What follows belongs to an exercise in optimizing a design on an open flow for small area; a production flow would make more cautious choices. Only the layout flow was run in this run; the RTL was not checked for function there. Power figures rest on the tool's default switching activity, not on a simulated workload.

$ cat design/flow/run.sh
#!/bin/bash
# synth_recipe.tcl (not shown) runs the flow's synth.tcl, then flattens the netlist and writes it again
# the make line also repeats each setting of config.mk as NAME=value (left out here)
make -C /OpenROAD-flow-scripts/flow DESIGN_CONFIG=/design/flow/config.mk WORK_HOME=/design/flow/orfs CLKGATE_MAP_FILE= SYNTH_SCRIPT=/design/flow/synth_recipe.tcl finish
$ cat design/flow/config.mk
export PLATFORM = sky130hd
export DESIGN_NAME = risc_cpu
export DESIGN_NICKNAME = risc_cpu
export VERILOG_FILES = /design/flow/design.v
export SDC_FILE = /design/flow/constraint.sdc
export NUM_CORES = 4
export LEC_CHECK = 0
export CAP_MARGIN = 20
export CORE_MARGIN = 2
export CORE_UTILIZATION = 40
export SLEW_MARGIN = 20
export SYNTH_HIERARCHICAL = 1
$ cat design/flow/constraint.sdc
create_clock -name core_clock -period 20.0 [get_ports {clk}]
set_input_delay 4.0000 -clock core_clock [delete_from_list [all_inputs] [get_ports {clk}]]
set_output_delay 4.0000 -clock core_clock [all_outputs]
set_load 0.01 [all_outputs]
$ cat design/flow/design.v
module controller (
    input  [31:0] instr,
    output        is_load, is_store, is_branch, is_jump,
    output        reg_write,
    output        a_pc, a_rs1,          
    output        b_rs2,                
    output        alu_class,            
    output        sub,                  
    output [31:0] imm
);
wire [2:0] f3 = instr[14:12];
assign is_load   = ~instr[6] & ~instr[5] & ~instr[4];
assign is_store  = ~instr[6] &  instr[5] & ~instr[4];
assign is_branch =  instr[6] & ~instr[2];
wire   is_jal    =  instr[6] &  instr[3];
assign is_jump   =  instr[6] &  instr[2];
wire   is_u      = ~instr[6] &  instr[4] & instr[2];
assign alu_class = ~instr[6] &  instr[4] & ~instr[2];
assign reg_write = ~is_store & ~is_branch;
assign a_pc  = instr[2] & (instr[3] | ~instr[5]);    
assign a_rs1 = ~instr[2] | (instr[6] & ~instr[3]);   
assign b_rs2 = instr[5] & ~instr[2] & (instr[4] | instr[6]);
assign sub = is_branch | (alu_class & ((f3 == 3'b000 & instr[30] & instr[5]) |
                                       (f3[2:1] == 2'b01)));
wire t_s = is_store;
wire t_b = is_branch;
wire t_u = is_u;
wire t_j = is_jal;
wire t_i = ~(t_s | t_b | t_u | t_j);
wire s   = instr[31];
assign imm[0]     = t_i ? instr[20] : t_s ? instr[7] : 1'b0;
assign imm[4:1]   = t_u ? 4'b0 : (t_s | t_b) ? instr[11:8] : instr[24:21];
assign imm[10:5]  = t_u ? 6'b0 : instr[30:25];
assign imm[11]    = t_u ? 1'b0 : t_b ? instr[7] : t_j ? instr[20] : s;
assign imm[19:12] = (t_u | t_j) ? instr[19:12] : {8{s}};
assign imm[30:20] = t_u ? instr[30:20] : {11{s}};
assign imm[31]    = s;
endmodule
module rf_row (
    input             clk,
    input             s, ns,
    input      [31:0] wdx,
    output reg [31:0] q
);
always @(posedge clk) q <= ~((q & {32{ns}}) | (wdx & {32{s}}));
endmodule
module rf_aoi3 (
    input  [2:0] a, b,
    output       y
);
assign y = ~|(a & b);
endmodule
module rf_rdbit (
    input  [30:0] q,
    input  [30:0] sel,
    input         t,
    output        y
);
wire [10:0] n;
genvar g;
generate
    for (g = 0; g < 10; g = g + 1) begin : g3
        rf_aoi3 a (q[3*g+2:3*g], sel[3*g+2:3*g], n[g]);
    end
endgenerate
assign n[10] = ~(q[30] & sel[30]);
rf_rdcomb c (n, t, y);
endmodule
module rf_rdcomb (
    input  [10:0] n,
    input         t,
    output        y
);
assign y = ~&n ^ t;
endmodule
module rf_dec (
    input  [4:0]  a,
    input         en,
    output [30:0] sel
);
genvar g;
generate
    for (g = 1; g < 32; g = g + 1) begin : d
        assign sel[g-1] = en & (a == g);
    end
endgenerate
endmodule
module reg_file (
    input         clk,
    input         we,
    input  [4:0]  ra1, ra2, wa,
    input  [31:0] wd,
    output [31:0] rd1, rd2
);
reg t;
always @(posedge clk) t <= ~t;
wire [30:0] ws, s1, s2;
rf_dec dw (wa, we, ws);
rf_dec d1 (ra1, 1'b1, s1);
rf_dec d2 (ra2, 1'b1, s2);
wire [31:0] wdx = wd ^ {32{t}};
wire [31:0] q [0:30];
genvar g, b;
generate
    for (g = 0; g < 31; g = g + 1) begin : row
        rf_row r (clk, ws[g], ~ws[g], wdx, q[g]);
    end
    for (b = 0; b < 32; b = b + 1) begin : col_b
        wire [30:0] col;
        for (g = 0; g < 31; g = g + 1) begin : c
            assign col[g] = q[g][b];
        end
        rf_rdbit p1 (col, s1, t & (ra1 != 0), rd1[b]);
        rf_rdbit p2 (col, s2, t & (ra2 != 0), rd2[b]);
    end
endgenerate
endmodule
module alu (
    input  [31:0] a, b,
    input         sub,
    input         alu_class,
    input  [2:0]  f3,
    output [31:0] sum,
    output [31:0] y
);
assign sum = a + (b ^ {32{sub}}) + {31'b0, sub};
wire slt = (a[31] ^ b[31]) ? ~a[31] : sum[31];
wire        right = f3[2];
reg  [31:0] a_rev;
integer i;
always @(*) for (i = 0; i < 32; i = i + 1) a_rev[i] = a[31-i];
wire [31:0] sh_in = right ? a_rev : a;
wire [31:0] sh    = sh_in << b[4:0];
reg  [31:0] sh_rev;
always @(*) for (i = 0; i < 32; i = i + 1) sh_rev[i] = sh[31-i];
reg [31:0] res;
always @(*) begin
    case (f3)
        3'b000:  res = sum;
        3'b001:  res = sh;
        3'b010,
        3'b011:  res = {31'b0, slt};
        3'b100:  res = a ^ b;
        3'b101:  res = sh_rev;
        3'b110:  res = a | b;
        default: res = a & b;
    endcase
end
assign y = alu_class ? res : sum;
endmodule
module risc_cpu (
    input         clk, reset,
    output [31:0] PC,
    input  [31:0] Instr,
    output        MemWrite,
    output [31:0] Mem_WrAddr, Mem_WrData,
    input  [31:0] ReadData
);
wire        is_load, is_store, is_branch, is_jump, reg_write;
wire        a_pc, a_rs1, b_rs2, alu_class, sub;
wire [31:0] imm;
wire [2:0]  f3 = Instr[14:12];
controller c (Instr, is_load, is_store, is_branch, is_jump, reg_write,
              a_pc, a_rs1, b_rs2, alu_class, sub, imm);
wire [31:0] rs1, rs2, result;
reg_file rf (clk, reg_write, Instr[19:15], Instr[24:20], Instr[11:7],
             result, rs1, rs2);
wire [31:0] a = ({32{a_rs1}} & rs1) | ({32{a_pc}} & PC);
wire [31:0] b = b_rs2 ? rs2 : imm;
wire [31:0] sum, alu_y;
alu alu (a, b, sub, alu_class, f3, sum, alu_y);
wire zero  = (sum == 32'b0);
wire taken = is_branch & ~f3[1] & (f3[2] ? (sum[31] ^ f3[0]) : (zero ^ f3[0]));
wire [31:0] pc_add = PC + (taken ? imm : 32'd4);
reg [31:0] pc_q;
always @(posedge clk or posedge reset)
    if (reset) pc_q <= 32'b0;
    else       pc_q <= is_jump ? sum : pc_add;
assign PC = pc_q;
wire        ld_word = f3[1];
wire        ld_half = f3[0];
wire        ld_sign = ~f3[2] & (ld_half ? ReadData[15] : ReadData[7]);
wire [31:0] ld_data = {ld_word ? ReadData[31:16] : {16{ld_sign}},
                       (ld_word | ld_half) ? ReadData[15:8] : {8{ld_sign}},
                       ReadData[7:0]};
assign result = is_load ? ld_data : is_jump ? pc_add : alu_y;
assign MemWrite   = is_store;
assign Mem_WrAddr = sum;
assign Mem_WrData = {(f3[1:0] == 2'b00) ? rs2[31:16] : 16'b0,
                     f3[0] ? 8'b0 : rs2[15:8],
                     rs2[7:0]};
endmodule
==> impl_metrics.json <==
{
  "crit_path_max_incr_delay_ps": 930,
  "timing.reg2reg.setup_slack_ps": 7470,
  "post_route_cells_drive_above_1_share": 0.1308,
  "worst_slew_margin_relative_to_its_limit": 0.1562,
  "run_status": "complete, no violations",
  "die_h_um": 361.0,
  "initialDrtViolationCount": 12090,
  "final_design_area_no_fill_sq_um": 58930,
  "vias": 52110,
  "synth.area.top_cells": "dfxtp_1 39%, a22oi_1 15%, a222oi_1 13%, ha_1 3.1%, nand2_1 2.2%",
  "worst-endpoint-arrival_ps": 17740,
  "worst-slew-pin-transition_ps": 1264,
  "grt_pass1_wl_um": 347700,
  "synth-seq-cells": 1025,
  "drc_errors": 0,
  "tritoncts.num_buffers": 106,
  "hold_path_class": "reg -> reg",
  "synth_top_flop_cell": "dfxtp_1",
  "setup-violations-final": 0,
  "placement_rows": 130,
  "post_cts_resize_count": 0,
  "cts-root-to-sink-buffers": 3,
  "final-hold-violation-count": 0,
  "io-pin-count": 163,
  "postCtsSetupRepairBufs": 0,
  "ant_nets": 0,
  "global_route.usage.total": 0.3598,
  "clk_sinks": 1025,
  "portBuffers": 160,
  "final.setup_skew_ps": 52.22,
  "rsz0062_at_grt": "no",
  "wl_per_cell_um": 35.72,
  "finalMaxSlewViolations": 0,
  "finalNetCount": 5387,
  "fp.dieArea_sq_um": 130300,
  "r2r_path_end": "rf.row[28].r.q[15]",
  "crit_top_cell": "nand4_1",
  "fmax_mhz": 58.04,
  "critical-path-slowest-cell": "a222oi_1",
  "grt_start_max_net_pins": 55,
  "path_max_fanout": 31,
  "start_util": 0.4043,
  "criticalPathCategory": "in -> reg",
  "clockRootBuffer": "clkbuf_16",
  "first_global_vias": 48130,
  "number_of_stages_on_the_worst_hold_path": 1,
  "synth_top_cell_by_area": "dfxtp_1",
  "antenna_found_initial": 6,
  "leakage_nw": 22.16,
  "placedInstanceArea_sq_um": 55100,
  "max_cap_viol_count": 0,
  "synth_enable_flop_cells": 0,
  "worst-r2r-cell-count": 35,
  "worst_setup_path_end_kind": "flip-flop",
  "synth_async_sr_flop_share": 0.03122,
  "worst_setup_hold_path_clk_slew_ps": 60,
  "final_core_occ": 0.4675,
  "yosysMostFrequentCell": "a22oi_1",
  "post-route-min-period_ps": 17230,
  "synth.top_cells.by_count": "1008 x a22oi_1, 993 x dfxtp_1, 644 x a222oi_1",
  "clock_insertion_delay_worst_skew_ps": 740,
  "overflow": 0,
  "layout-area-overhead-vs-synth_pct": 15.63,
  "antenna_cells": 0,
  "finalWeightedCongestion": 1.025,
  "hold_end": "rf.row[4].r.q[4]",
  "fp.dieW_um": 361.0,
  "post_synthesis_cells": 5047,
  "clock_tree_from_tritoncts": "built",
  "htree_levels": 3,
  "hold_path.startpoint": "rf.row[4].r.q[4]",
  "postCtsHoldBufs": 0,
  "viasPerCell": 7.519,
  "drt_pre_antenna_iters": 17,
  "power.density_nw_per_um2": 159.2,
  "timing.critical_path.required_ps": 20510,
  "critical_path.startpoint_type": "input port",
  "core-area_sq_um": 126100,
  "hpwl_um": 160900,
  "layout_worst_path_cycle_share": 0.8615,
  "netlist.area_leader.share": 0.3901,
  "fin_setup_tns_ps": 0,
  "synth.distinct_cells": 84,
  "mappedNetlistArea_sq_um": 50970,
  "ys_warn_count": 10,
  "synthesis.area_per_instance_sq_um": 10.10,
  "ir_worst_vdd_mv": 0.09881,
  "rr_startpoint": "rf.t",
  "wl_um": 247600,
  "synth_seq_area_share": 0.4058
}
## cell type report
cell class	count	area (sq um)
Fill cell	11960	67130
Multi-Input combinational cell	3597	28910
Sequential cell	1025	20680
Timing Repair Buffer	344	3198
Clock buffer	154	3176
Tap cell	1650	2064
Inverter	120	450.4
Clock inverter	41	447.9
## state kept, by name, summed over array words and instances, names as in the netlist
name / cells
rf.row.r.q: 992
pc_q: 32
rf.t: 1
## worst max path at each step
| stage | endpoint | startpoint | slack [ps] | cells after the start |
|---|---|---|---|---|
| after floorplan | rf.row[0].r.q[31] | Instr[21] | 5460 | 32 |
| after global placement | rf.row[24].r.q[18] | Instr[21] | 3010 | 37 |
| after detailed placement | rf.row[24].r.q[18] | Instr[21] | 2840 | 37 |
| after CTS | rf.row[27].r.q[18] | Instr[21] | 3550 | 37 |
| after global routing | rf.row[19].r.q[18] | Instr[21] | 2830 | 39 |
| final | rf.row[28].r.q[15] | Instr[21] | 2770 | 36 |
## per-layer routing
metal | part of all wire | GRT usage | up-vias
met5 | 0.00022 | 0.0007399 | -
met4 | 0.073 | 0.2211 | 8
met3 | 0.14 | 0.1086 | 812
met2 | 0.42 | 0.5280 | 4057
met1 | 0.37 | 0.4617 | 25780
li1 | - | - | 21450
## cell usage in the layout (no fill, tap or decap), types with 12 or more instances in the layout
cell and count:
a22oi_1 1008, dfxtp_1 992, a222oi_1 644, nand2_1 296, buf_4 172, clkdlybuf4s50_1 157, nand4_1 147, ha_1 125
inv_1 111, clkbuf_16 108, o21ai_0 106, xnor2_1 102, nand3_1 95, a21oi_1 95, nor2_1 93, nor3_2 65
nor2_4 62, a22o_1 58, xor2_1 53, mux2_2 53, a21o_1 50, mux2i_1 44, and3_1 40, nor2b_1 35
mux4_2 33, nor2_2 32, dfrtp_1 32, clkbuf_8 30, xor2_4 27, o211ai_1 24, clkinv_2 21, a211oi_1 20
and2_1 19, nor3_1 18, nand2b_1 18, a31oi_1 16, conb_1 16, clkbuf_1 16, a221oi_1 12
## logic make-up after synthesis
logic type	Yosys count	share of synthesized area
AO/OA/AOI/OAI	2137	0.3392
flip-flops	1025	0.4058
AND/OR/NAND/NOR	993	0.1030
buffers and inverters	440	0.05089
XOR/XNOR	188	0.03231
multiplexers	136	0.03734
adder cells (fa/ha/maj)	127	0.03147
other	1	0.00007358
## per-module statistics from Yosys, one instance, submodules excluded
module      flip-flops and latches  cell area (sq um)  times used  cells inside
alu                              0               6580           1           899
risc_cpu                        32               4792           1           652
rf_row                          32              929.6          31            70
controller                       0              591.8           1            88
reg_file                         1              523.0           1            76
rf_dec                           0              230.2           3            46
rf_rdcomb                        0              36.28          64             5
rf_aoi3                          0              10.01         640             1
rf_rdbit                         0              3.754          64             1
## stage by stage
step                      instances  hold slack, ps  worst slack (ps)  total power [mW]
after global placement         6723           464.0              3006             6.983
after CTS                      6922           482.0              3550             9.150
after detailed placement       6727           472.6              2844             7.103
after global routing           6931           496.5              2830             9.721
after floorplan                5062           455.0              5462             5.566
final                          6931           483.9              2770             9.380
## worst max-delay path: cells and delay by family
family,cells,cell delay [ps]
AOI/OAI and AO/OA,12,4590
and+or+nand+nor,12,4440
adders and majority gates,2,720
muxes,2,570
buffers and inverters,3,1610
xor gates and xnor gates,5,1650
## report_power, final
| part | total, mW | switching [mW] | internal, mW |
|---|---|---|---|
| logic | 3.58 | 2.17 | 1.41 |
| clock network | 2.07 | 0.895 | 1.17 |
| registers | 3.73 | 0.749 | 2.98 |

## afterwards: timing with drivers on the ports
Ports are ideal in the flow. The routed layout listed here was re-timed in OpenROAD. Step 1, drivers: a clkbuf_16 drives clk and a buf_2 each remaining input, both assumed. Step 2 times the ports against the registers' clock, not the clock port: input delays grow and output delays shrink by t, the midpoint of the rising clock arrivals with the driver on. Three values: ideal ports, drivers, drivers and shift; two values: the first two.
t (ns): 0.790
setup slack, ns: 2.770 / 2.815 / 2.025
worst hold slack (ns): 0.484 / 0.484 / 0.484
worst register clock-pin slew, ns: 0.07 / 0.07
worst slew at a driven data input, ns: 0.04
After both steps this run still meets setup and hold. For this run, drivers alone change the setup slack by +0.045 ns; drivers and shift together by -0.745 ns.
